Background: an optimization exercise with open tools, aiming at small area. Do not read the settings as production practice.
RTL that was checked went through simulation tests only; none was proved equivalent to the original.
No functional check of the RTL was part of runs 1, 2 and 5.
In runs 2 to 8 the design's own scripts or RTL, not TritonCTS, make the clock network.
The clock input has no modelled driver; a real chip could not lean on it and would need a root buffer or a full tree.
Power is estimated from default activity; no workload was simulated.

## flow/constraint.sdc

```tcl
create_clock -name core_clock -period 10.0 [get_ports {clk}]
set_input_delay 2.0000 -clock core_clock [delete_from_list [all_inputs] [get_ports {clk}]]
set_output_delay 2.0000 -clock core_clock [all_outputs]
set_load 0.01 [all_outputs]
```

## flow/config.mk

```make
export PLATFORM = sky130hd
export DESIGN_NAME = TopModule
export DESIGN_NICKNAME = TopModule
export VERILOG_FILES = /design/flow/design.v
export SDC_FILE = /design/flow/constraint.sdc
export NUM_CORES = 4
export LEC_CHECK = 0
export CAP_MARGIN = 20
export CORE_MARGIN = 2
export CORE_UTILIZATION = 60
export SLEW_MARGIN = 20
```

## flow/standard.sh

```bash
#!/bin/bash
# synth_recipe.tcl (not shown) runs the flow's synth.tcl, then flattens the netlist and writes it again
# the make line also repeats each setting of config.mk as NAME=value (left out here)
make -C /OpenROAD-flow-scripts/flow DESIGN_CONFIG=/design/flow/config.mk WORK_HOME=/design/flow/orfs CLKGATE_MAP_FILE= SYNTH_SCRIPT=/design/flow/synth_recipe.tcl "${@:-finish}"
```

## flow/design.v

```verilog
module debouncer(clk, rst, trigger, PB_down);
    input clk, rst, trigger;
    output PB_down;
    localparam [15:0] INV = 16'hAAAA;
    reg PB_sync_0, PB_sync_1_n, PB_state;
    reg [15:0] PB_cnt_q;
    wire [15:0] PB_cnt = PB_cnt_q ^ INV;
    wire PB_sync_1 = ~PB_sync_1_n;
    wire PB_idle = (PB_state == PB_sync_1);
    wire low_zero = ~|PB_cnt[14:0];
    wire PB_cnt_max = PB_cnt[15] & low_zero;
    wire fb = PB_cnt[15] ^ PB_cnt[14] ^ PB_cnt[12] ^ PB_cnt[3] ^ low_zero;
    always @(posedge clk) begin
        PB_sync_0 <= ~rst & ~trigger;
        PB_sync_1_n <= rst | ~PB_sync_0;
        PB_cnt_q <= PB_idle ? INV : ({PB_cnt[14:0], fb} ^ INV);
        PB_state <= ~rst & (PB_cnt_max ? PB_sync_1 : PB_state);
    end
    assign PB_down = PB_cnt_max & PB_sync_1 & ~PB_state;
endmodule
module clkdiv(clk_100MHz, rst, tick_1kHz);
    input clk_100MHz;
    input rst;
    output tick_1kHz;
    localparam [15:0] INV = 16'hAAAA;
    reg [15:0] counter1_q;
    wire [15:0] counter1 = counter1_q ^ INV;
    reg clk_1kHz;
    wire wrap = (counter1 == 16'h9487);
    wire fb = ~(counter1[15] ^ counter1[14] ^ counter1[12] ^ counter1[3]);
    assign tick_1kHz = wrap & ~clk_1kHz;
    always @(posedge clk_100MHz) begin
        counter1_q <= (rst | wrap) ? INV : ({counter1[14:0], fb} ^ INV);
        clk_1kHz <= ~rst & (clk_1kHz ^ wrap);
    end
endmodule
module fsm(
    input [5:0] in,
    input rst,
    input clk,
    output reg [1:0] floor,
    output reg [1:0] dir,
    output reg busy
    );
    reg [1:0] dest_floor;
    reg [1:0] next_floor;
    reg [15:0] counter;
    reg reset;
    wire run = reset | busy;
    wire hit = (counter == 16'h290f);
    wire fb = ~(counter[15] ^ counter[14] ^ counter[12] ^ counter[3]);
    wire [2:0] lo = in[2:0], hi = in[5:3];
    wire lo_one = (lo == 3'b001) | (lo == 3'b010) | (lo == 3'b100);
    wire hi_one = (hi == 3'b001) | (hi == 3'b010) | (hi == 3'b100);
    wire req = (lo_one & ~|hi) | (hi_one & ~|lo);
    wire [2:0] sel = lo | hi;
    wire [1:0] req_floor = {sel[1] | sel[2], sel[2]};
    wire [1:0] nf = {floor[0] | dest_floor[1], floor[1] & dest_floor[0]};
    wire nd_up = (next_floor[1] & ~floor[1]) | (next_floor[0] & ~floor[0]);
    wire nd_down = (~next_floor[1] & floor[1]) | (~next_floor[0] & floor[0]);
    always @(posedge clk) begin
        if (rst | (run & hit)) counter <= 16'd0;
        else if (run) counter <= {counter[14:0], fb};
        if (rst) begin
            next_floor <= 2'b00;
            reset <= 1'b1;
            floor <= 2'b00;
            dir <= 2'b00;
            busy <= 1'b0;
        end else if (reset) begin
            dir <= {1'b0, ~hit};
            if (hit) reset <= 1'b0;
        end else if (!busy) begin
            if (req) begin
                dest_floor <= req_floor;
                busy <= 1'b1;
            end
        end else begin
            if (floor == dest_floor) busy <= 1'b0;
            next_floor <= nf;
            dir <= {nd_up, nd_down};
            if (hit) floor <= next_floor;
        end
    end
endmodule
module binary_to_segment(show_dir, show_floor, code, seven);
    input show_dir, show_floor;
    input [1:0] code;
    output [6:0] seven;
    wire a = code[1], b = code[0];
    wire idle_dir = show_dir & ~a & ~b;
    assign seven[6] = (show_floor & ~a) | (show_dir & ~b);
    assign seven[5] = idle_dir;
    assign seven[4] = (show_floor & a & ~b) | idle_dir;
    assign seven[3] = (show_floor | show_dir) & ~a;
    assign seven[2] = (show_floor & (~a | b)) | idle_dir;
    assign seven[1] = show_floor | idle_dir;
    assign seven[0] = (show_floor & ~a) | (show_dir & (a | b));
endmodule
module seven_alternate (floor, dir, show_dir, show_floor, code, clk, rst, en);
    input [1:0] floor;
    input [1:0] dir;
    output reg show_dir;
    output reg show_floor;
    output reg [1:0] code;
    input clk;
    input rst;
    input en;
    always @(posedge clk)
        if (rst) begin
            show_dir <= 1'b0;
            show_floor <= 1'b0;
        end else if (en) begin
            show_dir <= ~show_dir;
            show_floor <= show_dir;
        end
    always @(posedge clk)
        if (en) code <= show_dir ? floor : dir;
endmodule
module LED_display(floor, dir, hex, AN, clk, rst, en);
    input [1:0] dir;
    input [1:0] floor;
    output [6:0] hex;
    output [3:0] AN;
    input clk;
    input rst;
    input en;
    wire show_dir, show_floor;
    wire [1:0] code;
    seven_alternate s1 (floor, dir, show_dir, show_floor, code, clk, rst, en);
    binary_to_segment b1 (show_dir, show_floor, code, hex);
    assign AN = {show_floor, show_dir | show_floor, show_dir | show_floor, show_dir};
endmodule
module TopModule(
    input [5:0] in,
    input clk,
    input reset,
    output [6:0] NUM,
    output [3:0] AN,
    output busy,
    output wire [5:0] in2
    );
    wire tick_1kHz;
    wire [1:0] floor;
    wire [1:0] dir;
    debouncer d1(.clk(clk), .rst(reset), .trigger(in[0]), .PB_down(in2[0]));
    debouncer d2(.clk(clk), .rst(reset), .trigger(in[1]), .PB_down(in2[1]));
    debouncer d3(.clk(clk), .rst(reset), .trigger(in[2]), .PB_down(in2[2]));
    debouncer d4(.clk(clk), .rst(reset), .trigger(in[3]), .PB_down(in2[3]));
    debouncer d5(.clk(clk), .rst(reset), .trigger(in[4]), .PB_down(in2[4]));
    debouncer d6(.clk(clk), .rst(reset), .trigger(in[5]), .PB_down(in2[5]));
    clkdiv clgfat(.clk_100MHz(clk), .rst(reset), .tick_1kHz(tick_1kHz));
    fsm f1(.in(in2), .rst(reset), .clk(clk), .floor(floor), .dir(dir), .busy(busy));
    LED_display randall(.dir(dir), .floor(floor), .hex(NUM), .AN(AN), .clk(clk), .rst(reset), .en(tick_1kHz));
endmodule
```

## flow/flow/run.sh

```bash
#!/bin/bash
set -euo pipefail
bash standard.sh \
  "BUFFER_PORTS_ARGS=-buffer_cell sky130_fd_sc_hd__buf_1" \
  "CTS_ARGS=-sink_clustering_enable -repair_clock_nets -dont_use_dummy_load -buf_list sky130_fd_sc_hd__clkbuf_8" \
  finish > standard_make.log 2>&1
```

==> results.yml, run 1 <==
timing:
  maxSlewViolCount: 0
  finalClockSkew_ns: 0.0457
  tightest_slew_ns: 1.02
  setup_violations: 0
  fin_crit_ns: 4.08
  slew_headroom_pct: 32.0
  rsz0062_at_grt: "no"
  post-route-worst-setup-slack_ns: 5.92
  hold_violations: 0
  max_freq_mhz: 245
  finalCritPeriodShare_pct: 40.8
  tns_ns: 0
floorplan:
  dieArea_um2: 9880
  coreArea_um2: 8760
  start_util_pct: 62.3
  die_x_um: 99.4
  ioPinCount: 26
  row_count: 34
  dieHeight_um: 99.4
power:
  ir_worst_vdd_mv: 0.0958
  seqPwrFrac_pct: 64.5
  p_clk_share_pct: 33.6
  swShare_pct: 20.4
  p_comb_share_pct: 2.0
  switching_power_mw: 0.206
  p_int_mw: 0.806
  power.density_nw_per_um2: 174
  p_leak_nw: 2.07
worst_setup_path:
  cp_slowest_stage_delay_ns: 0.70
  startpoint_type: "flop"
  path_cells: "nor4_1 -> nand3_1 -> nor4_2 -> buf_1"
  r2r_cells: 6
  ff2ff_setup_slack_ns: 7.57
  path_max_fanout: 9
  end_kind: "output pin"
  worstReg2RegEnd: "f1.dest_floor[1]"
  critPathArrivalTime_ns: 2.08
  cp_slowest_cell: "nor4_2"
  reg2reg_from: "d6.PB_cnt_q[0]"
  critical_path_required_ns: 8.00
  critical_path_class: "reg -> out"
cells_and_area:
  area_growth_pct: 6.44
  fin_util_pct: 66.3
  layout_common_cells: "157 x dfxtp_1, 95 x nand2_1, 83 x nor2_1"
  final_common_cell: "dfxtp_1"
  drive_above_1_share_pct: 4.82
  layout.nets: 594
  antenna_cells: 0
global_route:
  use_met1_pct: 26.0
  grt_busiest_layer: "met2"
  grt.total_usage_pct: 20.1
  grt_overflow: 0
  grt_max_degree: 39
  antenna_found_initial: 0
  grt_pass1_vias: 3650
  grt_first_pass_wirelength_mm: 16.2
  grtUsageMet3_pct: 6.11
  met2_usage_pct: 33.0
route:
  post_drt_via_cell_ratio: 5.37
  firstDrtPassIters: 4
  drt-total-wl_mm: 9.10
  first_iter_violations: 71
  routed-via-count: 3700
  drcViolationCount: 0
  wire_per_inst_um: 13.2
  drtAntennaViolNets: 0
min_path:
  hold_path_class: "reg -> reg"
  min_delay_path_depth: 1
  hp-start: "d4.PB_cnt_q[4]"
  min_to: "d4.PB_cnt_q[5]"
synthesis:
  synth_nets: 571
  yosys_warnings: 4
  ys_types: 43
  synth-seq-cells: 161
  async_flop_share_pct: 0
  synth_area_per_cell_um2: 9.75
  ys_seq_area_share_pct: 59.7
  synth_edf_count: 4
  syn_area_um2: 5460
  synth_flop_cell: "dfxtp_1"
  syn_inst: 560
placed_design:
  gp_congestion: 0.832
  io_buffers: 25
  dpl.hpwl_mm: 6.36
  preCtsSetupSlack_ns: 6.38
run_status:
  status: "timing/DRC/antenna clean"
clock_network:
  cts.sinks: 161
  ctsResizeCount: 0
  insertion_delay_ns: 0.44
  root_buffer: "clkbuf_8"
  post_cts.repair.setup_buffers: 0
  numCtsBuffers: 17
  clock_path_buffers: 2
  htree_levels: 4
  cts_hold_buf: 0
  cts_tree: "built"
  clkSlewWorstSetupHoldPaths_ns: 0.07
job:
  drv_cap: 0
-- metrics by stage --
| step | power [mW] | cell area [µm²] | cells | hold slack [ns] |
|---|---|---|---|---|
| floorplan | 0.681 | 5460 | 560 | 0.354 |
| global placement | 0.687 | 5580 | 672 | 0.358 |
| detailed placement | 0.687 | 5580 | 672 | 0.364 |
| CTS | 1.02 | 5810 | 689 | 0.376 |
| global route | 1.05 | 5810 | 689 | 0.385 |
| finish | 1.01 | 5810 | 689 | 0.369 |
-- worst max-delay path, delay by kind of cell, from the launching register on --
family                 cells  cell delay (ns)
buffers and inverters      1             0.24
and+or+nand+nor            3             1.10
DFF                        1             0.33
-- area by class of cell --
| type | count | area [µm²] |
|---|---|---|
| clock buffer | 17 | 234 |
| tap | 108 | 135 |
| multi-input combinational | 369 | 2050 |
| timing repair buffer | 25 | 95.1 |
| sequential | 161 | 3260 |
| inverter | 9 | 33.8 |
| fill | 750 | 2950 |
-- power groups by stage --
stage	clock network (mW)	logic (mW)	registers, mW
final	0.340	0.0198	0.653
after CTS	0.349	0.0200	0.653
after floorplan	0	0.0153	0.666
after global routing	0.378	0.0226	0.653
after detailed placement	0	0.0199	0.667
after global placement	0	0.0198	0.667
-- kinds of logic after synthesis --
| kind of cell | Yosys count | share of synthesized area, % |
|---|---|---|
| simple gates | 269 | 24.0 |
| flops | 161 | 59.7 |
| compound gates | 55 | 5.96 |
| xor+xnor | 38 | 6.09 |
| buf+inv | 30 | 2.75 |
| mux | 4 | 0.779 |
| fa+ha+maj | 3 | 0.687 |
-- synthesized netlist by cell type, types with 2 or more instances --
master    instances  area share [%]
nand2b_1         14             1.6
nor3_1           12             1.1
mux2_2            2            0.41
o211ai_1          2            0.27
nand2_1          95             6.5
a211oi_1          8             1.1
o21ai_0          12             1.1
xnor2_1          26             4.2
or4_1             3            0.41
edfxtp_1          4             2.2
buf_4            10             1.4
nand4b_1          2            0.32
or3_1             8            0.92
xor2_1           12             1.9
clkbuf_1         10            0.69
and2_1            2            0.23
nand3_1           3            0.27
ha_1              3            0.69
a211o_1           2            0.32
inv_1             9            0.62
and4b_1           8             1.5
nand4_1           7            0.80
nor3b_1           3            0.41
mux2i_1           2            0.37
and4_1            5            0.80
nor2_1           83             5.7
nor4b_1           5            0.80
nor2b_1           4            0.46
nor4bb_1          3            0.55
nor4_1            4            0.46
a21oi_1          24             2.2
or2_2             5            0.57
nor4_2            2            0.46
dfxtp_1         157              58
-- sequential cells by signal, indices dropped and copies added (netlist names), 2 cells and up --
register,cells
randall.s1.code,2
clgfat.counter1_q,16
f1.dir,2
f1.counter,16
d3.PB_cnt_q,16
d2.PB_cnt_q,16
d6.PB_cnt_q,16
f1.next_floor,2
f1.floor,2
f1.dest_floor,2
d1.PB_cnt_q,16
d5.PB_cnt_q,16
d4.PB_cnt_q,16
-- metal layers --
metal	share of wire, %	up-vias
li1	-	1896
met1	49	1742
met2	47	52
met3	3.5	10
met4	1.1	0
met5	0	-
-- how the worst max path moves through the flow --
stage / to / slack, ns / depth (start not counted) / from
global route: in2[5] / 5.76 / 4 / d6.PB_cnt_q[0]
global placement: in2[5] / 6.41 / 4 / d6.PB_cnt_q[0]
floorplan: in2[5] / 6.64 / 4 / d6.PB_cnt_q[0]
CTS: in2[5] / 5.92 / 4 / d6.PB_cnt_q[0]
detailed placement: in2[5] / 6.38 / 4 / d6.PB_cnt_q[0]
finish: in2[5] / 5.92 / 4 / d6.PB_cnt_q[0]
==> inputs of run 2 (changes only) <==
==> flow/flow/run.sh (replaced) <==
#!/bin/bash
# Own flow: the standard layout (standard.sh) with two changes: port
# buffers use the smallest buffer cell, and the clock tree is built by
# flow/cts_pre.tcl (a few large clock buffers) instead of TritonCTS.
set -euo pipefail
here=$(pwd)
bash standard.sh \
  "BUFFER_PORTS_ARGS=-buffer_cell sky130_fd_sc_hd__buf_1" \
  "PRE_CTS_TCL=$here/flow/cts_pre.tcl" \
  CTS_LEAVES=8 CTS_LEAF_CELL=sky130_fd_sc_hd__clkbuf_8 CTS_ROOT_CELL=sky130_fd_sc_hd__clkbuf_16 \
  finish > standard_make.log 2>&1
==> flow/flow/cts_pre.tcl (new file) <==
set leaves $::env(CTS_LEAVES)
set leaf_cell $::env(CTS_LEAF_CELL)
set block [ord::get_db_block]
set db [ord::get_db]
set clk [$block findNet clk]

set pts {}
foreach it [$clk getITerms] {
  lassign [$it getAvgXY] ok x y
  lappend pts [list $it $x $y]
}

proc bisect {pts n} {
  if {$n <= 1} { return [list $pts] }
  set xs [lsort -integer [lmap p $pts {lindex $p 1}]]
  set ys [lsort -integer [lmap p $pts {lindex $p 2}]]
  set axis [expr {([lindex $xs end] - [lindex $xs 0]) >= ([lindex $ys end] - [lindex $ys 0]) ? 1 : 2}]
  set sorted [lsort -integer -index $axis $pts]
  set n1 [expr {$n / 2}]
  set k [expr {int(round([llength $sorted] * double($n1) / $n))}]
  set a [lrange $sorted 0 [expr {$k - 1}]]
  set b [lrange $sorted $k end]
  return [concat [bisect $a $n1] [bisect $b [expr {$n - $n1}]]]
}

proc centre {pts} {
  set sx 0; set sy 0
  foreach p $pts { set sx [expr {$sx + [lindex $p 1]}]; set sy [expr {$sy + [lindex $p 2]}] }
  set n [llength $pts]
  return [list [expr {$sx / $n}] [expr {$sy / $n}]]
}

proc add_buf {block db cell name in_net x y} {
  set master [$db findMaster $cell]
  set inst [odb::dbInst_create $block $master $name]
  set out [odb::dbNet_create $block "${name}_net"]
  $out setSigType CLOCK
  [$inst findITerm A] connect $in_net
  [$inst findITerm X] connect $out
  $inst setLocation [expr {int($x)}] [expr {int($y)}]
  $inst setPlacementStatus PLACED
  return $out
}

set groups [bisect $pts $leaves]
set drive $clk
if {$leaves > 4} {
  lassign [centre $pts] cx cy
  set drive [add_buf $block $db $::env(CTS_ROOT_CELL) clkroot $clk $cx $cy]
}
set i 0
foreach g $groups {
  lassign [centre $g] cx cy
  set out [add_buf $block $db $leaf_cell clkleaf_$i $drive $cx $cy]
  foreach p $g {
    set it [lindex $p 0]
    $it disconnect
    $it connect $out
  }
  puts "clock leaf $i: [llength $g] flip-flops"
  incr i
}

rename clock_tree_synthesis orfs_clock_tree_synthesis
proc clock_tree_synthesis {args} {
  puts "clock tree built by cts_pre.tcl"
  set_propagated_clock [all_clocks]
}
==> results.yml, run 2 <==
cells_and_area:
  finish.instance_area_um2: 5720
  fillers: 756
  antenna_cells: 0
  final_cell_count_no_fill: 682
  area_growth_pct: 4.76
  layout_common_cells: "157 x dfxtp_1, 95 x nand2_1, 83 x nor2_1"
  drive_above_1_share_pct: 3.66
  final_common_cell: "dfxtp_1"
  layout.nets: 587
run_status:
  status: "timing/DRC/antenna clean"
timing:
  tightest_slew_ns: 0.754
  hold_violations: 0
  rsz0062_at_grt: "no"
  fin_crit_ns: 3.99
  finalClockSkew_ns: 0.00845
  tns_ns: 0
  slew_headroom_pct: 49.3
  finalCritPeriodShare_pct: 39.9
  maxSlewViolCount: 0
  max_freq_mhz: 250
  setup_violations: 0
worst_setup_path:
  critical_path_required_ns: 8.00
  startpoint_type: "flop"
  critical_path_class: "reg -> out"
  critPathArrivalTime_ns: 1.99
  end_kind: "output pin"
  path_max_fanout: 9
clock_network:
  cts_hold_buf: 0
  insertion_delay_ns: 0.35
  ctsResizeCount: 0
  post_cts.repair.setup_buffers: 0
  clkSlewWorstSetupHoldPaths_ns: 0.11
job:
  drv_cap: 0
route:
  routed-via-count: 3658
  post_drt_via_cell_ratio: 5.36
  drt-total-wl_mm: 8.89
  wire_per_inst_um: 13.0
  drtAntennaViolNets: 0
  firstDrtPassIters: 4
  first_iter_violations: 98
  drcViolationCount: 0
placed_design:
  io_buffers: 25
  place_area_um2: 5580
  gp_congestion: 0.832
  dp_cells: 672
  dpl.hpwl_mm: 6.36
synthesis:
  synth-seq-cells: 161
  yosysTopAreaCellShare_pct: 57.5
  synth_flop_cell: "dfxtp_1"
  syn_inst: 560
  synth_edf_count: 4
  syn_area_um2: 5460
  synth_area_per_cell_um2: 9.75
  ys_seq_area_share_pct: 59.7
  synth_common_cells: "157 x dfxtp_1, 95 x nand2_1, 83 x nor2_1"
  synthMostInstantiatedCell: "dfxtp_1"
  yosysTopAreaCell: "dfxtp_1"
  synth_area_leaders: "dfxtp_1 58%, nand2_1 6.5%, nor2_1 5.7%"
  synth_nets: 571
  ys_types: 43
  async_flop_share_pct: 0
  yosys_warnings: 4
floorplan:
  dieArea_um2: 9880
  ioPinCount: 26
  dieHeight_um: 99.4
  row_count: 34
  die_x_um: 99.4
  start_util_pct: 62.3
  coreArea_um2: 8760
min_path:
  hold_path_class: "reg -> reg"
global_route:
  grt_first_pass_wirelength_mm: 15.9
  grt_max_degree: 39
  grt.total_usage_pct: 18.5
  grt_pass1_vias: 3599
  grt_overflow: 0
  antenna_found_initial: 0
power:
  p_leak_nw: 2.02
  power.density_nw_per_um2: 164
  ir_worst_vdd_mv: 0.112
==> run 2: report_power, final <==
group | internal (mW) | total (mW) | leakage [nW] | switching [mW]
combinational | 0.00705 | 0.0197 | 0.641 | 0.0127
clock | 0.0917 | 0.265 | 0.0698 | 0.173
sequential | 0.649 | 0.653 | 1.31 | 0.00371
total | 0.748 | 0.937 | 2.02 | 0.189
==> run 2: final cells by class <==
type,count,area [µm²],share of cell area [%]
sequential,161,3260,57.0
multi-input combinational,369,2050,35.9
buffer,9,135,2.36
tap,108,135,2.36
timing repair buffer,26,103,1.79
inverter,9,33.8,0.590
==> run 2: stage by stage <==
stage                     utilization [%]  total power, mW  hold WS, ns  setup WS (ns)
final                                65.3            0.937        0.384           6.01
after global routing                 65.3            0.975        0.399           5.82
after CTS                            65.2            0.948        0.389           5.97
after detailed placement             63.6            0.687        0.364           6.38
after global placement               63.6            0.687        0.358           6.41
after floorplan                         -            0.681        0.354           6.64
==> run 2: critical path, cell delays in order, from the launching register on <==
cell	delay, ns
dfxtp_1	0.34
nor4_1	0.27
nand3_1	0.12
nor4_2	0.68
buf_1	0.23
==> run 2: cell families (layout without fill, tap and decap cells) <==
| logic type | after synthesis | after routing | share of synthesized area, % |
|---|---|---|---|
| AOI/OAI and AO/OA | 55 | 55 | 5.96 |
| xor gates and xnor gates | 38 | 38 | 6.09 |
| adders and majority gates | 3 | 3 | 0.687 |
| buffers and inverters | 30 | 44 | 2.75 |
| DFF | 161 | 161 | 59.7 |
| muxes | 4 | 4 | 0.779 |
| and+or+nand+nor | 269 | 269 | 24.0 |
==> run 2: path summary, 6_finish.rpt <==
kind | from | to | slack, ns | cells after the start
worst min register to register | d3.PB_sync_0 | d3.PB_sync_1_n | 0.38 | 1
worst min-delay path | d3.PB_sync_0 | d3.PB_sync_1_n | 0.38 | 1
worst max-delay path | d6.PB_cnt_q[0] | in2[5] | 6.01 | 4
worst max register to register | d6.PB_cnt_q[0] | f1.dest_floor[0] | 7.63 | 6
==> run 2: routing by layer <==
| layer | global-route usage, % | vias to the layer above | wire, µm |
|---|---|---|---|
| met5 | 0 | - | 0 |
| met2 | 32.5 | 32 | 4160 |
| met4 | 2.32 | 0 | 138 |
| li1 | - | 1888 | - |
| met1 | 25.7 | 1727 | 4370 |
| met3 | 1.48 | 11 | 221 |
==> inputs of run 3 (changes only) <==
--- a/flow/design.v
+++ b/flow/design.v
@@ -50,4 +50,6 @@
     wire hit = (counter == 16'h290f);
     wire fb = ~(counter[15] ^ counter[14] ^ counter[12] ^ counter[3]);
+    wire step = ~rst & run & ~hit;
+    wire keep = ~rst & ~run;
     wire [2:0] lo = in[2:0], hi = in[5:3];
     wire lo_one = (lo == 3'b001) | (lo == 3'b010) | (lo == 3'b100);
@@ -60,6 +62,5 @@
     wire nd_down = (~next_floor[1] & floor[1]) | (~next_floor[0] & floor[0]);
     always @(posedge clk) begin
-        if (rst | (run & hit)) counter <= 16'd0;
-        else if (run) counter <= {counter[14:0], fb};
+        counter <= ({16{step}} & {counter[14:0], fb}) | ({16{keep}} & counter);
         if (rst) begin
             next_floor <= 2'b00;
==> results.yml, run 3 <==
run_status:
  status: "timing/DRC/antenna clean"
cells_and_area:
  drive_above_1_share_pct: 6.02
  area_growth_pct: 4.39
  layout.nets: 545
  finish.instance_area_um2: 5680
  fin_util_pct: 64.8
  final_common_cell: "dfxtp_1"
  multi_input_area_um2: 1990
  antenna_cells: 0
  layout_common_cells: "157 x dfxtp_1, 77 x nor2_1, 73 x nand2_1"
  fillers: 749
  regArea_um2: 3260
global_route:
  grt_busiest_layer: "met2"
  met2_usage_pct: 28.6
  grt_overflow: 0
  grt_first_pass_wirelength_mm: 15.1
  antenna_found_initial: 0
  grt_pass1_vias: 3185
  use_met1_pct: 27.4
  grt_max_degree: 29
  grtUsageMet3_pct: 1.55
  grt.total_usage_pct: 17.9
synthesis:
  yosysTopAreaCellShare_pct: 57.8
  ys_seq_area_share_pct: 60.0
  yosysTopAreaCell: "dfxtp_1"
  syn_inst: 517
  synth_common_cells: "157 x dfxtp_1, 77 x nor2_1, 73 x nand2_1"
  syn_area_um2: 5440
  synth_nets: 528
  synth_area_leaders: "dfxtp_1 58%, nor2_1 5.3%, nand2_1 5.0%"
  yosys_warnings: 4
  synth_flop_cell: "dfxtp_1"
  synthMostInstantiatedCell: "dfxtp_1"
  async_flop_share_pct: 0
  synth_edf_count: 4
  synth_area_per_cell_um2: 10.5
  synth-seq-cells: 161
  ys_types: 58
placed_design:
  dpl.hpwl_mm: 6.34
  gp_congestion: 0.799
  io_buffers: 25
  place_area_um2: 5540
  preCtsSetupSlack_ns: 6.27
worst_setup_path:
  ff2ff_setup_slack_ns: 7.67
  critPathArrivalTime_ns: 2.12
  endpoint: "in2[1]"
  crit_start: "d2.PB_cnt_q[4]"
  path_max_fanout: 6
  r2r_cells: 6
  end_kind: "output pin"
  critical_path_required_ns: 8.00
  critical_path_class: "reg -> out"
  worstReg2RegEnd: "f1.dest_floor[0]"
  reg2reg_from: "d1.PB_cnt_q[4]"
  startpoint_type: "flop"
floorplan:
  die_x_um: 99.2
  row_count: 34
  ioPinCount: 26
  start_util_pct: 62.1
  dieHeight_um: 99.2
  dieArea_um2: 9840
  coreArea_um2: 8760
timing:
  setup_violations: 0
  rsz0062_at_grt: "no"
  finalClockSkew_ns: 0.00962
  slew_headroom_pct: 55.2
  tns_ns: 0
  hold_violations: 0
  maxSlewViolCount: 0
  tightest_slew_ns: 0.667
  post-route-worst-setup-slack_ns: 5.88
  finalCritPeriodShare_pct: 41.2
  fin_crit_ns: 4.12
  max_freq_mhz: 243
clock_network:
  ctsResizeCount: 0
  clkSlewWorstSetupHoldPaths_ns: 0.11
  cts_hold_buf: 0
  post_cts.repair.setup_buffers: 0
  insertion_delay_ns: 0.35
job:
  drv_cap: 0
route:
  drt-total-wl_mm: 8.86
  post_drt_via_cell_ratio: 5.43
  firstDrtPassIters: 4
  drcViolationCount: 0
  routed-via-count: 3476
  wire_per_inst_um: 13.8
  first_iter_violations: 121
  drtAntennaViolNets: 0
min_path:
  hold_path_class: "reg -> reg"
power:
  ir_worst_vdd_mv: 0.169
  p_leak_nw: 2.02
  power.density_nw_per_um2: 165
  total_power_mw: 0.937
-- run 3: cell types whose count changed after synthesis, sizes merged, moves of 4 or more --
| cell | before | now |
|---|---|---|
| nand2 | 95 | 73 |
| a21oi | 24 | 9 |
| a22o | 0 | 14 |
| nand2b | 14 | 2 |
| nor2 | 83 | 77 |
| buf | 11 | 16 |
| clkbuf | 10 | 5 |
| and4 | 5 | 1 |
| inv | 9 | 13 |
-- run 3: metal layers --
| metal | vias up | routed length, µm | share of wire, % |
|---|---|---|---|
| met2 | 46 | 3910 | 44 |
| met4 | 0 | 148 | 1.7 |
| met3 | 14 | 268 | 3.0 |
| met1 | 1645 | 4530 | 51 |
| li1 | 1771 | - | - |
| met5 | - | 0 | 0 |
-- run 3: kinds of logic (layout without fill, tap and decap cells) --
group                      after synthesis  after routing  share of synthesized area (%)
muxes                                    4              4                          0.782
adders and majority gates                3              3                          0.690
and+or+nand+nor                        226            226                           22.2
AOI/OAI and AO/OA                       51             51                           6.72
buffers and inverters                   34             49                           3.47
DFF                                    161            161                           60.0
xor gates and xnor gates                38             38                           6.12
-- run 3: how the worst min path moves through the flow --
stage	startpoint	cells past startpoint	slack [ns]	end
4_1_cts	d3.PB_sync_0	1	0.38	d3.PB_sync_1_n
5_1_grt	d3.PB_cnt_q[4]	1	0.40	d3.PB_cnt_q[5]
3_3_place_gp	d2.PB_sync_0	1	0.36	d2.PB_sync_1_n
2_1_floorplan	d1.PB_sync_0	1	0.35	d1.PB_sync_1_n
3_5_place_dp	d3.PB_sync_0	1	0.36	d3.PB_sync_1_n
6_report	d3.PB_sync_0	1	0.38	d3.PB_sync_1_n
-- run 3: area by class of cell --
type	count	share of cell area [%]
plain buffers	9	2.38
multi-input cells	322	35.0
flip-flops and latches	161	57.5
inverters	13	0.859
repair buffers	27	1.92
well taps	108	2.38
-- run 3: where the power goes --
part           switching, mW  internal [mW]
logic                 0.0134        0.00714
clock network          0.172         0.0917
registers            0.00386          0.649
total                  0.190          0.748
-- run 3: critical path, stage by stage (launching register included) --
cell and delay [ns]:
dfxtp_1 0.33, or4b_4 0.54, nor4_4 0.39, and2_1 0.31, buf_1 0.20
-- run 3: stage by stage --
stage	instances	hold WS [ns]
CTS	640	0.384
floorplan	517	0.352
detailed placement	631	0.358
global route	640	0.400
finish	640	0.381
global placement	631	0.359
==> inputs of run 4 (changes only) <==
==> flow/flow/run.sh (replaced) <==
#!/bin/bash
# Own flow: the standard layout (standard.sh) with three changes:
#  - synthesis maps logic with flow/abc_area.script (area-oriented ABC mapping)
#    in place of ORFS's speed script; everything else in synthesis is ORFS's
#    own scripts, copied unchanged into scripts/ here;
#  - port buffers use the smallest buffer cell;
#  - the clock tree is built by flow/cts_pre.tcl (a few large clock buffers)
#    instead of TritonCTS.
# All tool output goes to standard_make.log and ORFS's own logs.
set -euo pipefail
here=$(pwd)
rm -rf "$here/scripts"
cp -r "$FLOW_HOME/scripts" "$here/scripts"
cp "$here/flow/abc_area.script" "$here/scripts/abc_speed.script"
bash standard.sh \
  "SCRIPTS_DIR=$here/scripts" \
  "BUFFER_PORTS_ARGS=-buffer_cell sky130_fd_sc_hd__buf_1" \
  "PRE_CTS_TCL=$here/flow/cts_pre.tcl" \
  CTS_LEAVES=8 CTS_LEAF_CELL=sky130_fd_sc_hd__clkbuf_8 CTS_ROOT_CELL=sky130_fd_sc_hd__clkbuf_16 \
  finish > standard_make.log 2>&1
==> flow/flow/abc_area.script (new file) <==
&get -n
&st
&dch
&nf -a
&st
&dch
&nf -a
&st
&dch
&nf -a
&put
topo
stime -c
dnsize -c
==> results.yml, run 4 <==
placed_design:
  gp_congestion: 0.779
  dpl.hpwl_mm: 5.68
  io_buffers: 25
cells_and_area:
  antenna_cells: 0
  area_growth_pct: 6.01
  drive_above_1_share_pct: 2.33
  fillers: 683
  layout_common_cells: "157 x dfxtp_1, 82 x nor2_1, 63 x nand2_1"
  layout.nets: 527
  final_common_cell: "dfxtp_1"
  fin_util_pct: 65.7
global_route:
  grt_pass1_vias: 3085
  grt_overflow: 0
  antenna_found_initial: 0
  grt.total_usage_pct: 17.8
  grt_first_pass_wirelength_mm: 13.7
  grt_max_degree: 34
synthesis:
  syn_inst: 487
  synth_nets: 498
  synth_area_per_cell_um2: 10.5
  synth_area_leaders: "dfxtp_1 61%, nor2_1 6.0%, nand2_1 4.6%"
  synth_common_cells: "157 x dfxtp_1, 82 x nor2_1, 63 x nand2_1"
  yosysTopAreaCell: "dfxtp_1"
  synthMostInstantiatedCell: "dfxtp_1"
  ys_seq_area_share_pct: 63.7
  synth-seq-cells: 161
  yosys_warnings: 4
  synth_flop_cell: "dfxtp_1"
  synth_edf_count: 4
  yosysTopAreaCellShare_pct: 61.4
  syn_area_um2: 5120
  async_flop_share_pct: 0
  ys_types: 35
power:
  power.density_nw_per_um2: 171
  p_leak_nw: 1.92
  ir_worst_vdd_mv: 0.165
floorplan:
  row_count: 33
  dieHeight_um: 96.4
  start_util_pct: 62.0
  dieArea_um2: 9290
  coreArea_um2: 8260
  die_x_um: 96.4
  ioPinCount: 26
timing:
  maxSlewViolCount: 0
  rsz0062_at_grt: "no"
  finalClockSkew_ns: 0.00557
  tns_ns: 0
  finalCritPeriodShare_pct: 41.6
  slew_headroom_pct: 30.1
  tightest_slew_ns: 1.04
  hold_violations: 0
  fin_crit_ns: 4.16
  max_freq_mhz: 240
  setup_violations: 0
worst_setup_path:
  end_kind: "output pin"
  ff2ff_setup_slack_ns: 7.49
  path_max_fanout: 4
  critical_path_class: "reg -> out"
  startpoint_type: "flop"
  critical_path_required_ns: 8.00
  critPathArrivalTime_ns: 2.16
route:
  routed-via-count: 3317
  drtAntennaViolNets: 0
  wire_per_inst_um: 13.0
  drcViolationCount: 0
  drt-total-wl_mm: 8.07
  first_iter_violations: 114
  firstDrtPassIters: 5
  post_drt_via_cell_ratio: 5.36
min_path:
  hold_path_class: "reg -> reg"
clock_network:
  cts_hold_buf: 0
  post_cts.repair.setup_buffers: 0
  clkSlewWorstSetupHoldPaths_ns: 0.11
  ctsResizeCount: 0
  insertion_delay_ns: 0.34
run_status:
  status: "timing/DRC/antenna clean"
job:
  drv_cap: 0
## run 4: changes by cell type after synthesis, moves of 7 or more
cell      delta
clkinv_1     +8
inv_1       -13
nor4_1       +9
a211oi_1     +8
nand2b_1     +9
nand2_1     -10
nor4b_1      -7
## run 4: critical path, stage by stage, from the launching register on
cell     delay, ns
dfxtp_1       0.33
nor4_1        0.27
nand4_1       0.19
nor4_1        0.82
buf_1         0.22
## run 4: per-layer routing
metal / global-route usage [%] / vias to the layer above / part of all wire [%]
li1: - / 1698 / -
met1: 24.5 / 1592 / 48
met2: 31.6 / 20 / 48
met3: 1.94 / 7 / 2.7
met4: 1.76 / 0 / 0.93
met5: 0 / - / 0
## run 4: where the power goes
part,switching (mW),internal [mW],total [mW]
logic,0.0116,0.00642,0.0180
registers,0.00356,0.649,0.652
clock network,0.168,0.0916,0.259
total,0.183,0.747,0.930
## run 4: layout make-up
type                            instances  area [µm²]  area share (%)
Buffer                                  9         135            2.49
Inverter                                8        30.0           0.553
Multi-Input combinational cell        308        1750            32.3
Sequential cell                       161        3260            60.1
Tap cell                              105         131            2.42
Timing Repair Buffer                   28         116            2.14
## run 4: cells by family after synthesis
family / share of synthesized area [%]
simple gates: 20.2
flops: 63.7
compound gates: 7.06
xor+xnor: 5.65
buf+inv: 2.05
fa+ha+maj: 1.12
mux: 0.196
## run 4: worst paths after layout
check            startpoint             end  depth (start not counted)
max          d5.PB_cnt_q[4]          in2[4]                          4
min            d2.PB_sync_0  d2.PB_sync_1_n                          1
max reg2reg  d5.PB_cnt_q[4]         f1.busy                          7
min reg2reg    d2.PB_sync_0  d2.PB_sync_1_n                          1
## run 4: stage by stage
stage	worst slack [ns]	power (mW)	std cells	hold WS, ns	instance area, µm²
2_1_floorplan	6.52	0.678	487	0.353	5120
3_3_place_gp	6.32	0.685	610	0.358	5290
3_5_place_dp	6.24	0.685	610	0.362	5290
4_1_cts	5.82	0.944	619	0.389	5430
5_1_grt	5.71	0.971	619	0.395	5430
6_report	5.84	0.930	619	0.385	5430
==> inputs of run 5 (changes only) <==
--- a/flow/design.v
+++ b/flow/design.v
@@ -44,5 +44,5 @@
     );
     reg [1:0] dest_floor;
-    reg [1:0] next_floor;
+    reg fresh;
     reg [15:0] counter;
     reg reset;
@@ -59,28 +59,16 @@
     wire [1:0] req_floor = {sel[1] | sel[2], sel[2]};
     wire [1:0] nf = {floor[0] | dest_floor[1], floor[1] & dest_floor[0]};
-    wire nd_up = (next_floor[1] & ~floor[1]) | (next_floor[0] & ~floor[0]);
-    wire nd_down = (~next_floor[1] & floor[1]) | (~next_floor[0] & floor[0]);
+    wire go_up = (dest_floor[1] & ~floor[1]) | (dest_floor[0] & ~floor[0]);
+    wire go_down = (~dest_floor[1] & floor[1]) | (~dest_floor[0] & floor[0]);
+    wire moving = busy & ~fresh;
     always @(posedge clk) begin
         counter <= ({16{step}} & {counter[14:0], fb}) | ({16{keep}} & counter);
-        if (rst) begin
-            next_floor <= 2'b00;
-            reset <= 1'b1;
-            floor <= 2'b00;
-            dir <= 2'b00;
-            busy <= 1'b0;
-        end else if (reset) begin
-            dir <= {1'b0, ~hit};
-            if (hit) reset <= 1'b0;
-        end else if (!busy) begin
-            if (req) begin
-                dest_floor <= req_floor;
-                busy <= 1'b1;
-            end
-        end else begin
-            if (floor == dest_floor) busy <= 1'b0;
-            next_floor <= nf;
-            dir <= {nd_up, nd_down};
-            if (hit) floor <= next_floor;
-        end
+        reset <= rst | (reset & ~hit);
+        busy <= ~rst & (busy ? (floor != dest_floor) : (req & ~reset));
+        fresh <= rst | ~busy | (hit & ~fresh);
+        dir <= {~rst & moving & go_up, ~rst & ((reset & ~hit) | (moving & go_down))};
+        if (rst) floor <= 2'b00;
+        else if (moving & hit) floor <= nf;
+        if (!busy) dest_floor <= req_floor;
     end
 endmodule
--- a/flow/flow/run.sh
+++ b/flow/flow/run.sh
@@ -17,4 +17,4 @@
   "BUFFER_PORTS_ARGS=-buffer_cell sky130_fd_sc_hd__buf_1" \
   "PRE_CTS_TCL=$here/flow/cts_pre.tcl" \
-  CTS_LEAVES=8 CTS_LEAF_CELL=sky130_fd_sc_hd__clkbuf_8 CTS_ROOT_CELL=sky130_fd_sc_hd__clkbuf_16 \
+  CTS_LEAVES=8 CTS_LEAF_CELL=sky130_fd_sc_hd__clkbuf_8 CTS_ROOT_CELL=sky130_fd_sc_hd__clkbuf_8 \
   finish > standard_make.log 2>&1
--- a/flow/config.mk
+++ b/flow/config.mk
@@ -6,6 +6,6 @@
 export NUM_CORES = 4
 export LEC_CHECK = 0
-export CAP_MARGIN = 20
+export CAP_MARGIN = 0
 export CORE_MARGIN = 2
 export CORE_UTILIZATION = 60
-export SLEW_MARGIN = 20
+export SLEW_MARGIN = 0
==> results.yml, run 5 <==
route:
  drcViolationCount: 0
  post_drt_via_cell_ratio: 5.28
  wire_per_inst_um: 13.0
  routed-via-count: 3269
  drtAntennaViolNets: 0
  firstDrtPassIters: 4
  drt-total-wl_mm: 8.07
  first_iter_violations: 77
floorplan:
  coreArea_um2: 8220
  die_x_um: 96.3
  dieHeight_um: 96.3
  dieArea_um2: 9270
  row_count: 33
  start_util_pct: 62.2
  ioPinCount: 26
clock_network:
  cts_hold_buf: 0
  ctsResizeCount: 0
  post_cts.repair.setup_buffers: 0
  insertion_delay_ns: 0.38
  clkSlewWorstSetupHoldPaths_ns: 0.11
synthesis:
  synth_compound_area_share_pct: 6.32
  synth-seq-cells: 160
  synth_area_leaders: "dfxtp_1 61%, nor2_1 6.2%, nand2_1 4.6%"
  syn_area_um2: 5110
  synth_adder_area_share_pct: 1.91
  synthSimpleGateAreaFrac_pct: 20.0
  yosysTopAreaCellShare_pct: 61.1
  synthMostInstantiatedCell: "dfxtp_1"
  yosys-mux-area-fraction_pct: 0.196
  ys_seq_area_share_pct: 63.5
  synth_common_cells: "156 x dfxtp_1, 85 x nor2_1, 63 x nand2_1"
  synth_nets: 502
  yosys.area_share.xor_xnor_pct: 5.83
  synth_edf_count: 4
  ys_types: 36
  synth_top_family_by_area: "simple AND/OR/NAND/NOR gates"
  yosysTopAreaCell: "dfxtp_1"
  async_flop_share_pct: 0
  synth_flop_cell: "dfxtp_1"
  syn_inst: 487
  yosys_warnings: 4
  synth_area_per_cell_um2: 10.5
placed_design:
  io_buffers: 25
  dpl.hpwl_mm: 5.76
  gp_congestion: 0.776
global_route:
  grt_busiest_layer: "met2"
  grt_max_degree: 31
  grt_pass1_vias: 2944
  grt_first_pass_wirelength_mm: 13.3
  grtUsageMet3_pct: 1.88
  grt.total_usage_pct: 17.4
  use_met1_pct: 24.4
  met2_usage_pct: 29.9
  antenna_found_initial: 0
  grt_overflow: 0
worst_setup_path:
  path_max_fanout: 5
  cp_slowest_cell: "nor3b_1"
  critical_path_required_ns: 8.00
  crit_path_frequent_cell: "nor4_1"
  path_cells: "nor4_1 -> nand2_1 -> nor4_1 -> nor3b_1 -> buf_1"
  critical_path_class: "reg -> out"
  startpoint_type: "flop"
  cp_slowest_stage_delay_ns: 0.63
  end_kind: "output pin"
  critPathArrivalTime_ns: 2.39
timing:
  hold_violations: 0
  setup_violations: 0
  max_freq_mhz: 228
  tns_ns: 0
  maxSlewViolCount: 0
  fin_crit_ns: 4.39
  finalClockSkew_ns: 0.00977
  slew_headroom_pct: 44.6
  rsz0062_at_grt: "no"
  tightest_slew_ns: 0.823
  finalCritPeriodShare_pct: 43.9
power:
  p_comb_share_pct: 1.9
  p_clk_share_pct: 27.4
  switching_power_mw: 0.184
  p_leak_nw: 1.97
  seqPwrFrac_pct: 70.6
  p_int_mw: 0.734
  swShare_pct: 20.1
  total_power_mw: 0.918
  ir_worst_vdd_mv: 0.157
  power.density_nw_per_um2: 170
cells_and_area:
  antenna_cells: 0
  layout_common_cells: "156 x dfxtp_1, 85 x nor2_1, 63 x nand2_1"
  regArea_um2: 3240
  layout.nets: 531
  final_common_cell: "dfxtp_1"
  fillers: 688
  multi_input_area_um2: 1750
  area_growth_pct: 5.80
  drive_above_1_share_pct: 2.33
  fin_util_pct: 65.8
min_path:
  hold_path_class: "reg -> reg"
job:
  drv_cap: 0
run_status:
  status: "timing/DRC/antenna clean"
==> run 5: cell types whose count changed after synthesis, sizes merged, moves of 3 or more <==
cell    before  now
ha           3    7
nor2        82   85
clkinv       8   11
and4b        6    2
nand4b       1    5
and4         6    3
a21oi        9    5
xor2        14   17
==> run 5: critical path: cells and delay by family (launching register included) <==
kind / cells / cell delay (ns)
and+or+nand+nor: 4 / 1.46
DFF: 1 / 0.33
buffers and inverters: 1 / 0.21
==> run 5: final timing paths <==
kind,start,to,slack (ns),depth (start not counted)
worst max-delay path,d3.PB_cnt_q[4],in2[2],5.61,5
worst min-delay path,d1.PB_sync_0,d1.PB_sync_1_n,0.38,1
worst max register to register,d3.PB_cnt_q[4],f1.busy,7.53,7
worst min register to register,d1.PB_sync_0,d1.PB_sync_1_n,0.38,1
==> run 5: kinds of logic after synthesis <==
| logic type | Yosys count |
|---|---|
| simple gates | 221 |
| flops | 160 |
| compound gates | 42 |
| xor+xnor | 34 |
| buf+inv | 21 |
| fa+ha+maj | 8 |
| mux | 1 |
==> run 5: layout make-up <==
class	instances	area share, %
Tap cell	105	2.43
Timing Repair Buffer	28	2.15
Inverter	11	0.764
Multi-Input combinational cell	306	32.4
Buffer	9	2.29
Sequential cell	160	60.0
==> run 5: layer usage <==
metal,vias to the layer above,part of all wire [%]
met5,-,0
met4,0,1.4
met3,9,3.1
met2,28,45
met1,1548,50
li1,1684,-
==> run 5: power by group through the flow <==
stage	sequential (mW)	combinational, mW	clock [mW]
after CTS	0.648	0.0178	0.261
after detailed placement	0.663	0.0177	0
final	0.648	0.0176	0.252
after global routing	0.649	0.0200	0.282
after floorplan	0.662	0.0116	0
after global placement	0.663	0.0176	0
==> run 5: per-stage QoR <==
step	instances	setup WS, ns	cell area [µm²]	hold WS, ns
6_report	619	5.61	5410	0.380
5_1_grt	619	5.34	5410	0.401
4_1_cts	619	5.61	5410	0.383
3_5_place_dp	610	6.06	5280	0.361
3_3_place_gp	610	6.15	5280	0.359
2_1_floorplan	487	6.45	5110	0.353
==> inputs of run 6 (changes only) <==
--- a/flow/design.v
+++ b/flow/design.v
@@ -44,8 +44,9 @@
     );
     reg [1:0] dest_floor;
-    reg fresh;
+    reg mode;
     reg [15:0] counter;
-    reg reset;
-    wire run = reset | busy;
+    wire reset = mode & ~busy;
+    wire moving = mode & busy;
+    wire run = mode | busy;
     wire hit = (counter == 16'h290f);
     wire fb = ~(counter[15] ^ counter[14] ^ counter[12] ^ counter[3]);
@@ -61,10 +62,8 @@
     wire go_up = (dest_floor[1] & ~floor[1]) | (dest_floor[0] & ~floor[0]);
     wire go_down = (~dest_floor[1] & floor[1]) | (~dest_floor[0] & floor[0]);
-    wire moving = busy & ~fresh;
     always @(posedge clk) begin
         counter <= ({16{step}} & {counter[14:0], fb}) | ({16{keep}} & counter);
-        reset <= rst | (reset & ~hit);
-        busy <= ~rst & (busy ? (floor != dest_floor) : (req & ~reset));
-        fresh <= rst | ~busy | (hit & ~fresh);
+        mode <= rst | (reset & ~hit) | (busy & (floor != dest_floor) & (~mode | ~hit));
+        busy <= ~rst & (busy ? (floor != dest_floor) : (req & ~mode));
         dir <= {~rst & moving & go_up, ~rst & ((reset & ~hit) | (moving & go_down))};
         if (rst) floor <= 2'b00;
==> flow/flow/abc_area.script (replaced) <==
&get -n
&st
&dch
&nf -a -A 6 -F 8 -R 1000 -C 32 -p
&st
&dch
&nf -a -A 6 -F 8 -R 1000 -C 32 -p
&st
&dch
&nf -a -A 6 -F 8 -R 1000 -C 32 -p
&put
topo
stime -c
dnsize -c
==> results.yml, run 6 <==
global_route:
  grt_first_pass_wirelength_mm: 13.3
  grt_overflow: 0
  grt_pass1_vias: 3060
  antenna_found_initial: 0
  grt_max_degree: 39
  met2_usage_pct: 29.6
  grt_busiest_layer: "met2"
  grt.total_usage_pct: 17.3
  use_met1_pct: 24.0
  grtUsageMet3_pct: 1.57
worst_setup_path:
  startpoint_type: "flop"
  path_max_fanout: 4
  critical_path_required_ns: 8.00
  crit_path_frequent_cell: "nor4_1"
  endpoint: "in2[5]"
  cp_slowest_cell: "nor3b_1"
  critPathArrivalTime_ns: 2.33
  ff2ff_setup_slack_ns: 7.53
  reg2reg_from: "d6.PB_cnt_q[4]"
  cp_slowest_stage_delay_ns: 0.51
  path_cells: "nor4_1 -> nand2_1 -> nor4_1 -> nor3b_1 -> buf_1"
  critical_path_class: "reg -> out"
  crit_start: "d6.PB_cnt_q[4]"
  end_kind: "output pin"
  worstReg2RegEnd: "f1.busy"
  r2r_cells: 8
run_status:
  status: "timing/DRC/antenna clean"
cells_and_area:
  fillers: 665
  antenna_cells: 0
  multi_input_area_um2: 1750
  area_growth_pct: 5.56
  layout.nets: 531
  drive_above_1_share_pct: 2.14
  regArea_um2: 3220
  layout_common_cells: "155 x dfxtp_1, 82 x nor2_1, 66 x nand2_1"
  final_common_cell: "dfxtp_1"
clock_network:
  cts_hold_buf: 0
  insertion_delay_ns: 0.39
  ctsResizeCount: 0
  clkSlewWorstSetupHoldPaths_ns: 0.11
  post_cts.repair.setup_buffers: 0
route:
  routed-via-count: 3288
  firstDrtPassIters: 4
  wire_per_inst_um: 12.8
  drcViolationCount: 0
  post_drt_via_cell_ratio: 5.31
  drt-total-wl_mm: 7.91
  first_iter_violations: 84
  drtAntennaViolNets: 0
synthesis:
  yosysTopAreaCell: "dfxtp_1"
  async_flop_share_pct: 0
  synth_common_cells: "155 x dfxtp_1, 82 x nor2_1, 66 x nand2_1"
  synth_area_leaders: "dfxtp_1 61%, nor2_1 6.0%, nand2_1 4.9%"
  synth-seq-cells: 159
  synth_nets: 504
  synthMostInstantiatedCell: "dfxtp_1"
  synth_edf_count: 4
  ys_types: 36
  syn_area_um2: 5090
  syn_inst: 489
  yosysTopAreaCellShare_pct: 61.0
  ys_seq_area_share_pct: 63.3
  synth_flop_cell: "dfxtp_1"
  synth_area_per_cell_um2: 10.4
  yosys_warnings: 4
floorplan:
  ioPinCount: 26
  die_x_um: 96.1
  row_count: 33
  start_util_pct: 61.9
  dieHeight_um: 96.1
  dieArea_um2: 9230
  coreArea_um2: 8220
timing:
  finalClockSkew_ns: 0.00637
  tns_ns: 0
  max_freq_mhz: 231
  hold_violations: 0
  slew_headroom_pct: 31.6
  rsz0062_at_grt: "no"
  tightest_slew_ns: 1.02
  maxSlewViolCount: 0
  setup_violations: 0
  fin_crit_ns: 4.33
  finalCritPeriodShare_pct: 43.3
power:
  p_leak_nw: 1.96
  ir_worst_vdd_mv: 0.114
  power.density_nw_per_um2: 170
  total_power_mw: 0.912
placed_design:
  io_buffers: 25
  dpl.hpwl_mm: 5.67
  gp_congestion: 0.771
job:
  drv_cap: 0
min_path:
  hp-start: "d2.PB_sync_0"
  hold_path_class: "reg -> reg"
run 6: metal layers:
metal,routed length (µm),up-vias,share of wire (%)
li1,-,1701,-
met3,229,12,2.9
met2,3700,41,47
met5,0,-,0
met4,156,0,2.0
met1,3820,1534,48
run 6: worst max-delay path: cells and delay by family, from the launching register on:
family        cells  cell delay, ns
simple gates      4            1.41
flops             1            0.33
buf+inv           1            0.21
run 6: report_power, final:
group / switching (mW) / leakage, nW / internal, mW
Sequential: 0.00370 / 1.30 / 0.641
Clock: 0.168 / 0.0647 / 0.0822
Combinational: 0.0113 / 0.596 / 0.00588
Total: 0.183 / 1.96 / 0.729
run 6: kinds of logic (layout without fill, tap and decap cells):
family | after synthesis | after routing | share of synthesized area [%]
simple gates | 224 | 224 | 20.3
buf+inv | 20 | 45 | 2.21
mux | 1 | 1 | 0.197
xor+xnor | 31 | 31 | 5.34
flops | 159 | 159 | 63.3
fa+ha+maj | 8 | 8 | 1.92
compound gates | 46 | 46 | 6.66
run 6: metrics by stage:
| step | instances | utilization (%) | worst slack [ns] | hold slack, ns | instance area, µm² |
|---|---|---|---|---|---|
| 6_report | 619 | 65.4 | 5.67 | 0.387 | 5370 |
| 5_1_grt | 619 | 65.4 | 5.38 | 0.400 | 5370 |
| 4_1_cts | 619 | 65.4 | 5.57 | 0.389 | 5370 |
| 3_5_place_dp | 610 | 63.9 | 6.07 | 0.362 | 5250 |
| 3_3_place_gp | 610 | 63.9 | 6.15 | 0.358 | 5250 |
| 2_1_floorplan | 489 | - | 6.48 | 0.353 | 5090 |
run 6: worst min path at each step:
stage	endpoint	slack (ns)	cells after the start
3_5_place_dp	d2.PB_sync_1_n	0.36	1
4_1_cts	d2.PB_sync_1_n	0.39	1
6_report	d2.PB_sync_1_n	0.39	1
3_3_place_gp	d5.PB_sync_1_n	0.36	1
5_1_grt	d2.PB_sync_1_n	0.40	1
2_1_floorplan	d1.PB_cnt_q[1]	0.35	1
run 6: layout make-up:
class                           count  share of cell area (%)
Sequential cell                   159                    60.0
Multi-Input combinational cell    310                    32.6
Tap cell                          105                    2.45
Buffer                              9                    2.31
Timing Repair Buffer               26                    1.91
Inverter                           10                   0.699
==> inputs of run 7 (changes only) <==
--- a/flow/flow/run.sh
+++ b/flow/flow/run.sh
@@ -17,4 +17,4 @@
   "BUFFER_PORTS_ARGS=-buffer_cell sky130_fd_sc_hd__buf_1" \
   "PRE_CTS_TCL=$here/flow/cts_pre.tcl" \
-  CTS_LEAVES=8 CTS_LEAF_CELL=sky130_fd_sc_hd__clkbuf_8 CTS_ROOT_CELL=sky130_fd_sc_hd__clkbuf_8 \
+  CTS_LEAVES=4 CTS_ROOT=1 CTS_LEAF_CELL=sky130_fd_sc_hd__inv_16 CTS_ROOT_CELL=sky130_fd_sc_hd__clkinv_8 \
   finish > standard_make.log 2>&1
--- a/flow/flow/cts_pre.tcl
+++ b/flow/flow/cts_pre.tcl
@@ -36,6 +36,8 @@
   set out [odb::dbNet_create $block "${name}_net"]
   $out setSigType CLOCK
-  [$inst findITerm A] connect $in_net
-  [$inst findITerm X] connect $out
+  foreach it [$inst getITerms] {
+    if {[$it isInputSignal]} { $it connect $in_net }
+    if {[$it isOutputSignal]} { $it connect $out }
+  }
   $inst setLocation [expr {int($x)}] [expr {int($y)}]
   $inst setPlacementStatus PLACED
@@ -45,5 +47,5 @@
 set groups [bisect $pts $leaves]
 set drive $clk
-if {$leaves > 4} {
+if {$leaves > 4 || $::env(CTS_ROOT) == 1} {
   lassign [centre $pts] cx cy
   set drive [add_buf $block $db $::env(CTS_ROOT_CELL) clkroot $clk $cx $cy]
@@ -62,4 +64,6 @@
 }
 
+rename repair_clock_inverters orfs_repair_clock_inverters
+proc repair_clock_inverters {args} {}
 rename clock_tree_synthesis orfs_clock_tree_synthesis
 proc clock_tree_synthesis {args} {
==> results.yml, run 7 <==
timing:
  slew_headroom_pct: 31.5
  post-route-worst-setup-slack_ns: 5.77
  rsz0062_at_grt: "no"
  finalClockSkew_ns: 0.0130
  finalCritPeriodShare_pct: 42.3
  tns_ns: 0
  fin_crit_ns: 4.23
  maxSlewViolCount: 0
  tightest_slew_ns: 1.02
  hold_violations: 0
  hold_slack_ns: 0.388
  setup_violations: 0
  max_freq_mhz: 236
run_status:
  status: "timing/DRC/antenna clean"
route:
  post_drt_via_cell_ratio: 5.32
  first_iter_violations: 94
  drt-total-wl_mm: 7.85
  routed-via-count: 3273
  drcViolationCount: 0
  firstDrtPassIters: 6
  drtAntennaViolNets: 0
  wire_per_inst_um: 12.8
global_route:
  grt_max_degree: 41
  grt_pass1_vias: 3011
  grt_first_pass_wirelength_mm: 13.2
  grt.total_usage_pct: 17.1
  antenna_found_initial: 0
  grt_overflow: 0
cells_and_area:
  final_common_cell: "dfxtp_1"
  antenna_cells: 0
  fillers: 675
  area_growth_pct: 5.02
  layout_common_cells: "155 x dfxtp_1, 82 x nor2_1, 66 x nand2_1"
  layout.nets: 527
  drive_above_1_share_pct: 1.37
min_path:
  min_delay_path_depth: 1
  hold_path_class: "reg -> reg"
job:
  drv_cap: 0
power:
  power.density_nw_per_um2: 167
  p_clk_share_pct: 25.7
  ir_worst_vdd_mv: 0.121
  seqPwrFrac_pct: 72.4
  swShare_pct: 23.8
  switching_power_mw: 0.212
  p_int_mw: 0.678
  p_leak_nw: 1.94
  p_comb_share_pct: 1.9
worst_setup_path:
  end_kind: "output pin"
  startpoint_type: "flop"
  critPathArrivalTime_ns: 2.23
  critical_path_class: "reg -> out"
  r2r_cells: 8
  critical_path_required_ns: 8.00
  path_max_fanout: 4
synthesis:
  synth_edf_count: 4
  synth-seq-cells: 159
  syn_inst: 489
  ys_seq_area_share_pct: 63.3
  synth_common_cells: "155 x dfxtp_1, 82 x nor2_1, 66 x nand2_1"
  synth_flop_cell: "dfxtp_1"
  yosysTopAreaCellShare_pct: 61.0
  synth_area_leaders: "dfxtp_1 61%, nor2_1 6.0%, nand2_1 4.9%"
  synth_area_per_cell_um2: 10.4
  syn_area_um2: 5090
  ys_types: 36
  synth_nets: 504
  yosysTopAreaCell: "dfxtp_1"
  async_flop_share_pct: 0
  synthMostInstantiatedCell: "dfxtp_1"
  yosys_warnings: 4
placed_design:
  gp_congestion: 0.771
  io_buffers: 25
  preCtsSetupSlack_ns: 6.07
  dpl.hpwl_mm: 5.67
floorplan:
  die_x_um: 96.1
  coreArea_um2: 8220
  ioPinCount: 26
  row_count: 33
  dieHeight_um: 96.1
  dieArea_um2: 9230
  start_util_pct: 61.9
clock_network:
  post_cts.repair.setup_buffers: 0
  ctsResizeCount: 0
  clkSlewWorstSetupHoldPaths_ns: 0.12
  insertion_delay_ns: 0.29
  cts_hold_buf: 0
run 7: area by class of cell:
class                   count  area, µm²  share of cell area [%]
flip-flops and latches    159       3220                    60.3
well taps                 105        131                    2.46
repair buffers             26        103                    1.92
multi-input cells         310       1750                    32.8
inverters                  15        134                    2.51
run 7: worst max-delay path, stage by stage, from the launching register on:
cell,delay [ns]
dfxtp_1,0.33
nor4_1,0.30
nand2_1,0.11
nor4_1,0.49
nor3b_1,0.51
buf_1,0.21
run 7: cell families after synthesis:
family	Yosys count	share of synthesized area [%]
and+or+nand+nor	224	20.3
muxes	1	0.197
xor gates and xnor gates	31	5.34
buffers and inverters	20	2.21
adders and majority gates	8	1.92
AOI/OAI and AO/OA	46	6.66
DFF	159	63.3
run 7: through the flow:
step	power, mW	instance area, µm²	util, %	std cells
3_5_place_dp	0.677	5250	63.9	610
3_3_place_gp	0.676	5250	63.9	610
2_1_floorplan	0.670	5090	-	489
5_1_grt	0.923	5340	65.0	615
4_1_cts	0.900	5340	65.0	615
6_report	0.890	5340	65.0	615
run 7: per-layer routing:
metal,global-route usage [%],wire length [µm],vias up
li1,-,-,1696
met1,24.1,3870,1522
met2,29.6,3650,42
met3,1.02,185,13
met4,2.62,144,0
met5,0,0,-
run 7: path summary, 6_finish.rpt:
kind / start / end / slack, ns
worst min register to register: d2.PB_sync_0 / d2.PB_sync_1_n / 0.39
worst max register to register: d6.PB_cnt_q[4] / f1.busy / 7.54
worst min-delay path: d2.PB_sync_0 / d2.PB_sync_1_n / 0.39
worst max-delay path: d6.PB_cnt_q[4] / in2[5] / 5.77
run 7: power groups by stage:
stage	Sequential [mW]	Combinational, mW	Clock [mW]
after global routing	0.646	0.0195	0.258
after CTS	0.645	0.0175	0.237
final	0.645	0.0172	0.228
after detailed placement	0.659	0.0174	0
after global placement	0.659	0.0173	0
after floorplan	0.658	0.0114	0
==> inputs of run 8 (changes only) <==
--- a/flow/flow/run.sh
+++ b/flow/flow/run.sh
@@ -17,4 +17,4 @@
   "BUFFER_PORTS_ARGS=-buffer_cell sky130_fd_sc_hd__buf_1" \
   "PRE_CTS_TCL=$here/flow/cts_pre.tcl" \
-  CTS_LEAVES=4 CTS_ROOT=1 CTS_LEAF_CELL=sky130_fd_sc_hd__inv_16 CTS_ROOT_CELL=sky130_fd_sc_hd__clkinv_8 \
+  CTS_LEAVES=4 CTS_ROOT=1 CTS_LEAF_CELL=sky130_fd_sc_hd__inv_16 CTS_ROOT_CELL=sky130_fd_sc_hd__inv_8 \
   finish > standard_make.log 2>&1
==> results.yml, run 8 <==
timing:
  finalCritPeriodShare_pct: 41.5
  tns_ns: 0
  slew_headroom_pct: 31.5
  tightest_slew_ns: 1.02
  rsz0062_at_grt: "no"
  hold_violations: 0
  maxSlewViolCount: 0
  setup_violations: 0
  fin_crit_ns: 4.15
  max_freq_mhz: 241
  finalClockSkew_ns: 0.0124
worst_setup_path:
  path_max_fanout: 4
  cp_top_family: "simple AND/OR/NAND/NOR gates"
  crit_path_frequent_cell: "nor4_1"
  end_kind: "output pin"
  critical_path_class: "reg -> out"
  cp_slowest_cell: "nor3b_1"
  crit_buf_inv: 1
  cp_slowest_stage_delay_ns: 0.51
  critPathArrivalTime_ns: 2.15
  critical_path_required_ns: 8.00
  startpoint_type: "flop"
  path_cells: "nor4_1 -> nand2_1 -> nor4_1 -> nor3b_1 -> buf_1"
placed_design:
  gp_congestion: 0.771
  io_buffers: 25
  dpl.hpwl_mm: 5.67
  dp_cells: 610
power:
  p_int_mw: 0.678
  swShare_pct: 23.8
  switching_power_mw: 0.212
  ir_worst_vdd_mv: 0.121
  p_leak_nw: 1.94
  seqPwrFrac_pct: 72.4
  power.density_nw_per_um2: 167
  p_clk_share_pct: 25.7
  p_comb_share_pct: 1.9
route:
  met1_length_mm: 3.86
  drt-total-wl_mm: 7.85
  dr_wl_met2_mm: 3.65
  post_drt_via_cell_ratio: 5.32
  drtAntennaViolNets: 0
  wire_per_inst_um: 12.8
  routed.top_layer: "met4"
  drcViolationCount: 0
  wl_met3_um: 185
  firstDrtPassIters: 6
  routed-via-count: 3273
  first_iter_violations: 94
synthesis:
  ys_seq_area_share_pct: 63.3
  synth_flop_cell: "dfxtp_1"
  synth_area_leaders: "dfxtp_1 61%, nor2_1 6.0%, nand2_1 4.9%"
  ys_types: 36
  synthSimpleGateAreaFrac_pct: 20.3
  yosys_warnings: 4
  yosys.area_share.xor_xnor_pct: 5.34
  synth_area_per_cell_um2: 10.4
  synth_edf_count: 4
  yosysTopAreaCellShare_pct: 61.0
  synthMostInstantiatedCell: "dfxtp_1"
  synth_nets: 504
  yosys-mux-area-fraction_pct: 0.197
  synth-seq-cells: 159
  syn_inst: 489
  synth_top_family_by_area: "simple AND/OR/NAND/NOR gates"
  yosysTopAreaCell: "dfxtp_1"
  synth_common_cells: "155 x dfxtp_1, 82 x nor2_1, 66 x nand2_1"
  synth_compound_area_share_pct: 6.66
  async_flop_share_pct: 0
  syn_area_um2: 5090
  synth_adder_area_share_pct: 1.92
floorplan:
  ioPinCount: 26
  coreArea_um2: 8220
  die_x_um: 96.1
  dieHeight_um: 96.1
  start_util_pct: 61.9
  dieArea_um2: 9230
  row_count: 33
cells_and_area:
  final_cell_count_no_fill: 615
  layout.nets: 527
  layout_common_cells: "155 x dfxtp_1, 82 x nor2_1, 66 x nand2_1"
  area_growth_pct: 4.92
  final_common_cell: "dfxtp_1"
  fillers: 676
  drive_above_1_share_pct: 1.37
  antenna_cells: 0
job:
  drv_cap: 0
min_path:
  hold_path_class: "reg -> reg"
clock_network:
  ctsResizeCount: 0
  post_cts.repair.setup_buffers: 0
  clkSlewWorstSetupHoldPaths_ns: 0.11
  cts_hold_buf: 0
  insertion_delay_ns: 0.21
global_route:
  grt_overflow: 0
  grt.total_usage_pct: 17.1
  antenna_found_initial: 0
  grt_max_degree: 41
  grt_pass1_vias: 3011
  grt_first_pass_wirelength_mm: 13.2
run_status:
  status: "timing/DRC/antenna clean"
[run 8: cell counts after synthesis]
No cell type changed its count.
[run 8: final cells by class]
cell class                 count  area [µm²]  share of cell area [%]
multi-input combinational    310        1750                    32.8
inverter                      15         129                    2.41
timing repair buffer          26         103                    1.92
sequential                   159        3220                    60.4
tap                          105         131                    2.46
[run 8: worst reg2reg max path, delay by kind of cell, from the launching register on]
kind             cells  cell delay (ns)
AND/OR/NAND/NOR      6             1.63
AO/OA/AOI/OAI        2             0.44
flip-flops           1             0.33
[run 8: kinds of logic after synthesis]
logic type / Yosys count
adders and majority gates: 8
buffers and inverters: 20
and+or+nand+nor: 224
muxes: 1
DFF: 159
xor gates and xnor gates: 31
AOI/OAI and AO/OA: 46
[run 8: path summary, 6_finish.rpt]
kind                       start        endpoint  slack (ns)  depth (start not counted)
setup / recovery  d6.PB_cnt_q[4]          in2[5]        5.85                          5
hold / removal      d2.PB_sync_0  d2.PB_sync_1_n        0.39                          1
setup reg to reg  d6.PB_cnt_q[4]         f1.busy        7.54                          8
hold reg to reg     d2.PB_sync_0  d2.PB_sync_1_n        0.39                          1
[run 8: power groups by stage]
| stage | clock, mW | sequential [mW] | combinational (mW) |
|---|---|---|---|
| 3_5_place_dp | 0 | 0.659 | 0.0174 |
| 5_1_grt | 0.258 | 0.646 | 0.0195 |
| 6_report | 0.228 | 0.645 | 0.0172 |
| 3_3_place_gp | 0 | 0.659 | 0.0173 |
| 2_1_floorplan | 0 | 0.658 | 0.0114 |
| 4_1_cts | 0.237 | 0.645 | 0.0175 |
[run 8: metal layers]
metal  up-vias  track usage, %
li1       1696               -
met1      1522            24.1
met2        42            29.6
met3        13            1.02
met4         0            2.62
met5         -               0
[run 8: metrics by stage]
stage               setup slack, ns  cell area [µm²]  total power, mW  hold slack [ns]  utilization (%)
global placement               6.15             5250            0.676            0.358             63.9
detailed placement             6.07             5250            0.677            0.362             63.9
floorplan                      6.48             5090            0.670            0.353                -
CTS                            5.75             5340            0.900            0.388             65.0
finish                         5.85             5340            0.891            0.387             65.0
global route                   5.56             5340            0.923            0.399             65.0

## port drivers added, routing unchanged
Ports are ideal in the flow. The routed layouts listed here were re-timed in OpenROAD.
Step 1: set_driving_cell puts a clkbuf_16 on clk and a buf_2 on each other input, an assumption about the parent block.
Step 2 times the ports against the registers' clock, not the clock port: input delays grow and output delays shrink by t, the midpoint of the rising clock arrivals with the driver on.
Three values: ideal ports, drivers, drivers and shift; two values: the first two.
| run | t (ns) | slack for setup (ns) | worst setup path after step 2 | worst register clock-pin slew, ns | worst slew at a driven data input, ns |
|---|---|---|---|---|---|
| run 1 | 0.449 | 5.923 / 5.891 / 6.339 | register to output | 0.10 / 0.10 | 0.03 |
| run 2 | 0.377 | 6.006 / 5.972 / 6.349 | register to output | 0.12 / 0.12 | 0.03 |
| run 3 | 0.379 | 5.885 / 5.848 / 6.227 | register to output | 0.11 / 0.11 | 0.03 |
| run 4 | 0.372 | 5.836 / 5.802 / 6.174 | register to output | 0.11 / 0.11 | 0.03 |
| run 5 | 0.404 | 5.611 / 5.585 / 5.989 | register to output | 0.11 / 0.11 | 0.03 |
| run 6 | 0.409 | 5.668 / 5.640 / 6.050 | register to output | 0.11 / 0.11 | 0.04 |
| run 7 | 0.338 | 5.766 / 5.716 / 6.053 | register to output | 0.12 / 0.12 | 0.04 |
| run 8 | 0.252 | 5.850 / 5.803 / 6.055 | register to output | 0.11 / 0.11 | 0.04 |
After both steps every run listed still meets setup and hold.
